Context: an optimization exercise on an open-source flow, tuned for small area and a short achievable clock period. The choices shown serve that exercise and are no tape-out recipe.
The RTL was checked by simulation tests, not by an equivalence proof against the original design.

==> v13: inputs <==
==> flow/design.v <==
module Register_File(clk, rst, RegWrite, Rs1, Rs2, Rd, Write_data, read_data1, read_data2);
input clk, rst, RegWrite;
input [4:0] Rs1, Rs2, Rd;
input [31:0] Write_data;
output [31:0] read_data1, read_data2;
wire [31:0] wd = Write_data & {32{~rst}};
wire [31:0] q [0:31];
assign q[0] = 32'b0;
genvar k, b;
generate
  for (k = 1; k < 32; k = k + 1) begin : row
    reg [31:0] r;
    wire en = rst | (RegWrite & (Rd == k));
    always @(posedge clk)
      if (en) r <= wd;
    assign q[k] = r;
  end
endgenerate
wire [31:0] oh1, oh2;
generate
  for (k = 0; k < 32; k = k + 1) begin : dec
    assign oh1[k] = (Rs1 == k);
    assign oh2[k] = (Rs2 == k);
  end
  for (b = 0; b < 32; b = b + 1) begin : rb
    wire [10:0] y1, y2;
    for (k = 0; k < 10; k = k + 1) begin : g
      aoi222 u1(.a1(q[3*k+1][b]), .b1(oh1[3*k+1]), .a2(q[3*k+2][b]), .b2(oh1[3*k+2]),
                .a3(q[3*k+3][b]), .b3(oh1[3*k+3]), .y(y1[k]));
      aoi222 u2(.a1(q[3*k+1][b]), .b1(oh2[3*k+1]), .a2(q[3*k+2][b]), .b2(oh2[3*k+2]),
                .a3(q[3*k+3][b]), .b3(oh2[3*k+3]), .y(y2[k]));
    end
    assign y1[10] = ~(q[31][b] & oh1[31]);
    assign y2[10] = ~(q[31][b] & oh2[31]);
    assign read_data1[b] = ~&y1;
    assign read_data2[b] = ~&y2;
  end
endgenerate
endmodule
module aoi222(a1, b1, a2, b2, a3, b3, y);
input a1, b1, a2, b2, a3, b3;
output y;
assign y = ~((a1 & b1) | (a2 & b2) | (a3 & b3));
endmodule
module RISCV_Top(
		  input         clk,
		  input         rst,
		  output [31:0] imem_addr,
		  input  [31:0] imem_rdata,
		  output [31:0] dmem_addr,
		  output [31:0] dmem_wdata,
		  output        dmem_we,
		  output        dmem_re,
		  input  [31:0] dmem_rdata
		);
wire [31:0] ins = imem_rdata;
wire [6:0]  op  = ins[6:0];
wire [2:0]  f3  = ins[14:12];
wire [6:0]  f7  = ins[31:25];
wire is_r  = (op == 7'b0110011);
wire is_i  = (op == 7'b0010011);
wire is_ld = (op == 7'b0000011);
wire is_st = (op == 7'b0100011);
wire is_br = (op == 7'b1100011);
reg  [31:0] pc;
wire [31:0] rs1v, rs2v;
wire [11:0] mimm = ins[5] ? {ins[31:25], ins[11:7]} : ins[31:20];
wire [12:0] alo  = {1'b0, rs1v[11:0]} + {1'b0, mimm};
wire [19:0] ahi  = rs1v[31:12];
wire [19:0] ainc = ahi + 20'd1;
wire [19:0] adec = ahi - 20'd1;
wire        msgn = mimm[11];
wire [19:0] ahi_c1 = msgn ? ahi  : ainc;         
wire [19:0] ahi_c0 = msgn ? adec : ahi;          
wire [31:0] addr = {alo[12] ? ahi_c1 : ahi_c0, alo[11:0]};
wire [31:0] immI = {{20{ins[31]}}, ins[31:20]};
wire [31:0] opb  = ins[5] ? rs2v : immI;         
wire        f7z  = (f7 == 7'b0000000);
wire        lsel = ~ins[5] | f7z;                
wire        do_sub = ins[5] & (f7 == 7'b0100000) & (f3 == 3'b000);
wire        do_and = lsel & (f3 == 3'b111);
wire        do_or  = lsel & (f3 == 3'b110);
wire        do_xor = lsel & (f3 == 3'b100);
wire [31:0] sum  = rs1v + (opb ^ {32{do_sub}}) + {31'b0, do_sub};
wire [31:0] x    = rs1v ^ opb;
wire [31:0] alu  = do_and ? (rs1v & opb) :
                   do_or  ? (rs1v | opb) :
                   do_xor ? x : sum;
wire [31:0] wb   = ins[4] ? alu : dmem_rdata;
wire        we   = is_r | is_i | is_ld;
Register_File Reg_File(.clk(clk), .rst(rst), .RegWrite(we),
                       .Rs1(ins[19:15]), .Rs2(ins[24:20]), .Rd(ins[11:7]),
                       .Write_data(wb), .read_data1(rs1v), .read_data2(rs2v));
wire [31:0] immB   = {{20{ins[31]}}, ins[7], ins[30:25], ins[11:8], 1'b0};
wire        taken  = is_br & ~|x;                
wire [31:0] pc_nx  = pc + (taken ? immB : 32'd4);
always @(posedge clk)
  if (rst) pc <= 32'b0;
  else     pc <= pc_nx;
assign imem_addr  = pc;
assign dmem_addr  = addr;
assign dmem_wdata = rs2v;
assign dmem_we    = is_st;
assign dmem_re    = is_ld;
endmodule
==> flow/run.sh <==
#!/bin/bash
# synth_recipe.tcl (not shown) runs the flow's synth.tcl, then flattens the netlist and writes it again
# the make line also repeats each setting of config.mk as NAME=value (left out here)
make -C /OpenROAD-flow-scripts/flow DESIGN_CONFIG=/design/flow/config.mk WORK_HOME=/design/flow/orfs CLKGATE_MAP_FILE= SYNTH_SCRIPT=/design/flow/synth_recipe.tcl finish
==> flow/config.mk <==
export PLATFORM = sky130hd
export DESIGN_NAME = RISCV_Top
export DESIGN_NICKNAME = RISCV_Top
export VERILOG_FILES = /design/flow/design.v
export SDC_FILE = /design/flow/constraint.sdc
export NUM_CORES = 4
export LEC_CHECK = 0
export CAP_MARGIN = 20
export CORE_MARGIN = 2
export CORE_UTILIZATION = 40
export PLACE_DENSITY = 0.6
export SETUP_SLACK_MARGIN = 2
export SLEW_MARGIN = 20
export SYNTH_HIERARCHICAL = 1
==> flow/constraint.sdc <==
create_clock -name core_clock -period 10.0 [get_ports {clk}]
set_input_delay 2.0000 -clock core_clock [delete_from_list [all_inputs] [get_ports {clk}]]
set_output_delay 2.0000 -clock core_clock [all_outputs]
set_load 0.01 [all_outputs]
==> v19: changes against v13 <==
Settings changed: CORE_UTILIZATION 40 to 45, CTS_CLUSTER_DIAMETER from default to 70, CTS_CLUSTER_SIZE from default to 20, PLACE_DENSITY 0.6 to 0.62, SETUP_SLACK_MARGIN 2 to 2.5, TNS_END_PERCENT from default to 5.
==> flow_summary.json <==
{
  "final.setup.worst_slack_ps": 1800,
  "clkbuf_count": 80,
  "status": "no timing/DRC/antenna violations",
  "ir_worst_vdd_v": 0.000173,
  "wl_met2_um": 80800,
  "critPathBufInv": 7,
  "use_met1_pct": 45.4,
  "place.gp.congestion": 0.971,
  "grt_max_degree": 70,
  "hold-worst-slack_ps": 597,
  "clkCellAreaFrac_pct": 3.88
}
# the run above: v19

==> flow_summary.json <==
{
  "final.setup.worst_slack_ps": 1810,
  "grt_max_degree": 69,
  "seq_share_pct": 51.6,
  "wl_met2_um": 87300,
  "cp-start-kind": "input port",
  "clkCellAreaFrac_pct": 5.59,
  "place.gp.congestion": 1.03,
  "critPathBufInv": 10,
  "ir_worst_vdd_v": 0.000147,
  "total_power_mw": 11.8,
  "clkbuf_count": 129,
  "taps": 1536,
  "hold-worst-slack_ps": 608,
  "status": "no timing/DRC/antenna violations"
}
# the run above: v13

-- separate check: timing with driven ports --
The results above use ideal ports. As a check the final layouts listed here were re-extracted and re-timed, cells and wires unchanged. Step 1 assumes that a clkbuf_16 drives the clock port and a buf_2 every other input. Step 2 also shifts input and output timing later by t, the mid clock arrival at the registers, as if the neighbouring blocks saw the same clock. a / b / c = ideal / step 1 / step 2; a / b = the first two.
run	t, ns	slack for setup (ns)	hold WS [ns]	worst setup path at the end
v13	0.776	1.814 / 1.666 / 1.272	0.608 / 0.608 / 0.608	input to register
v19	0.726	1.800 / 1.742 / 1.442	0.597 / 0.597 / 0.597	input to register
After both steps every run listed still meets setup and hold. For v13, which loses most, drivers alone change the setup slack by -0.148 ns; drivers and shift together by -0.542 ns.
